What follows belongs to an exercise in optimizing a design on an open flow for small area; a production flow would make more cautious choices. Function was checked by simulation only, so behaviour that the tests miss may differ from the original. No activity file was given, so power comes from the tool's default toggle rates.

// ldiv
module ldiv #
  (
   parameter 	NUMERATOR_WIDTH = 32,
   parameter 	DENOMINATOR_WIDTH = 32,
   parameter 	QUOTIENT_WIDTH = 32
   )
   (
    input 				      clk,
    input 				      reset,
    input signed [NUMERATOR_WIDTH - 1:0]      numerator_in,
    input [DENOMINATOR_WIDTH - 1:0] 	      denominator_in,
    input 				      valid_in,
    output signed [QUOTIENT_WIDTH - 1:0]      quotient_out,
    output signed [NUMERATOR_WIDTH - 1:0]     remainder_out,
    output 				      valid_out,
    output signed [NUMERATOR_WIDTH - 1 + 1:0] numerator_out,
    output [DENOMINATOR_WIDTH - 1:0] 	      denominator_out
    );
   wire [31:0] n0 = numerator_in;
   wire [31:0] d0 = denominator_in;
   wire v0 = valid_in;
   wire [0:0] t1 = {n0[30] ^ n0[31]};
   wire [0:0] b1_g = ~t1 & d0[0:0];
   wire [0:0] b1_p = ~t1 | d0[0:0];
   wire [1:0] b1;
   assign b1[0] = 1'b0;
   assign b1[1] = b1_g[0];
   wire g1 = ~b1[1] & ~(|d0[31:1]);
   wire [0:0] r1 = t1 ^ ({1{g1}} & (d0[0:0] ^ b1[0:0]));
   wire [0:0] q1 = g1;
   wire [1:0] t2 = {r1, n0[29] ^ n0[31]};
   wire [1:0] b2_g = ~t2 & d0[1:0];
   wire [1:0] b2_p = ~t2 | d0[1:0];
   wire b2_G0 = b2_g[1] | (b2_p[1] & b2_g[0]);
   wire b2_P0 = b2_p[1] & b2_p[0];
   wire [2:0] b2;
   assign b2[0] = 1'b0;
   assign b2[1] = b2_g[0];
   assign b2[2] = b2_G0;
   wire g2 = ~b2[2] & ~(|d0[31:2]);
  ...
==> flow/config.mk <==
export PLATFORM = sky130hd
export DESIGN_NAME = ldiv
export DESIGN_NICKNAME = ldiv
export VERILOG_FILES = /design/flow/design.v
export SDC_FILE = /design/flow/constraint.sdc
export NUM_CORES = 4
export LEC_CHECK = 0
export CAP_MARGIN = 20
export CORE_MARGIN = 2
export CORE_UTILIZATION = 60
export CTS_BUF_LIST = sky130_fd_sc_hd__clkbuf_16
export CTS_CLUSTER_DIAMETER = 120
export CTS_CLUSTER_SIZE = 30
export PLACE_DENSITY = 0.75
export SLEW_MARGIN = 20
export SYNTH_HIERARCHICAL = 1
==> flow/constraint.sdc <==
create_clock -name core_clock -period 7.0 [get_ports {clk}]
set_input_delay 1.4000 -clock core_clock [delete_from_list [all_inputs] [get_ports {clk}]]
set_output_delay 1.4000 -clock core_clock [all_outputs]
set_load 0.01 [all_outputs]
standard.sh (not shown) runs the stock make flow with config.mk's settings and CLKGATE_MAP_FILE= SYNTH_SCRIPT=/design/flow/synth_recipe.tcl, a recipe that flattens the netlist after the stock synthesis.
==> flow/flow/run.sh <==
#!/bin/bash
set -euo pipefail
bash standard.sh finish "BUFFER_PORTS_ARGS=-buffer_cell sky130_fd_sc_hd__buf_2" > standard.log 2>&1
Then changed:
==> flow/run.sh (new file) <==
#!/bin/bash
# synth_recipe.tcl (not shown) runs the flow's synth.tcl, then flattens the netlist and writes it again
# the make line also repeats each setting of config.mk as NAME=value (left out here)
make -C /OpenROAD-flow-scripts/flow DESIGN_CONFIG=/design/flow/config.mk WORK_HOME=/design/flow/orfs CLKGATE_MAP_FILE= SYNTH_SCRIPT=/design/flow/synth_recipe.tcl finish
Settings changed: CORE_UTILIZATION 60 to 55, PLACE_DENSITY 0.75 to 0.7.
removed: flow/flow/run.sh
removed: flow/standard.sh
- The new run ran to the end with no violations
- wire length fell by 0.47%
- power grows by 1.6%
- non-clock buffer count came out higher by 87
- maximum frequency hardly moves
- synthesized cell count is unchanged
- setup slack loses 17 ps
- cell count increases by 2.6%
- die area rises by 9.0%
- area after synthesis is unchanged
- hold slack improves by 10 ps
Then changed:
==> flow/flow/run.sh (new file) <==
#!/bin/bash
set -euo pipefail
bash standard.sh finish "BUFFER_PORTS_ARGS=-buffer_cell sky130_fd_sc_hd__buf_1" > standard.log 2>&1
==> flow/standard.sh (new file) <==
#!/bin/bash
# synth_recipe.tcl (not shown) runs the flow's synth.tcl, then flattens the netlist and writes it again
# the make line also repeats each setting of config.mk as NAME=value (left out here)
make -C /OpenROAD-flow-scripts/flow DESIGN_CONFIG=/design/flow/config.mk WORK_HOME=/design/flow/orfs CLKGATE_MAP_FILE= SYNTH_SCRIPT=/design/flow/synth_recipe.tcl "${@:-finish}"
Settings changed: CORE_UTILIZATION 55 to 60, PLACE_DENSITY 0.7 to 0.75.
removed: flow/run.sh
Result: The changed run completed and failed the layout checks on antenna rules. Worst setup slack gets better by 47 ps. Synthesized area is unchanged. Count of clock-buffer cells in the layout does not change. Die area fell by 8.2%.
Then changed:
==> flow/run.sh (new file) <==
#!/bin/bash
# synth_recipe.tcl (not shown) runs the flow's synth.tcl, then flattens the netlist and writes it again
# the make line also repeats each setting of config.mk as NAME=value (left out here)
make -C /OpenROAD-flow-scripts/flow DESIGN_CONFIG=/design/flow/config.mk WORK_HOME=/design/flow/orfs CLKGATE_MAP_FILE= SYNTH_SCRIPT=/design/flow/synth_recipe.tcl finish
removed: flow/flow/run.sh
removed: flow/standard.sh
=> This time the run went through all stages and came out clean; flip-flop and latch count does not change; clock power climbs by a few percent; setup slack is worse by 32 ps; final cell count is about the same; die area does not change; synthesized cell count does not change; global-route usage falls by 0.11 points.

## separate check: timing with driven ports
The flow's constraints put no driver on any port. The routed layouts listed below were extracted and timed again, unchanged, in two steps.
Step 1 (the two cells are an assumption about what drives the block):
set clk [get_ports {clk}]
set_driving_cell -lib_cell sky130_fd_sc_hd__clkbuf_16 $clk
set_driving_cell -lib_cell sky130_fd_sc_hd__buf_2 [delete_from_list [all_inputs] $clk]
Step 2 adds t to the input delays and takes it off the output delays; t is the mean of the earliest and latest rising clock arrival at the registers after step 1. Input paths then give back, and output paths get back, about the clock's delay inside the block.
a / b / c = no drivers / after step 1 / after step 2; a / b = the first two.
| run | t (ns) | slack for setup (ns) | cell pins on the clock port's net |
|---|---|---|---|
| the first run | 0.764 | 0.216 / 0.216 / -0.426 | 1 |
| the second run | 0.750 | 0.199 / 0.247 / -0.503 | 1 |
| the third run | 0.748 | 0.246 / 0.246 / -0.220 | 1 |
| the fourth run | 0.759 | 0.213 / 0.263 / -0.496 | 1 |
For the fourth run, which loses most, drivers alone change the setup slack by +0.050 ns; drivers and shift together by -0.709 ns.
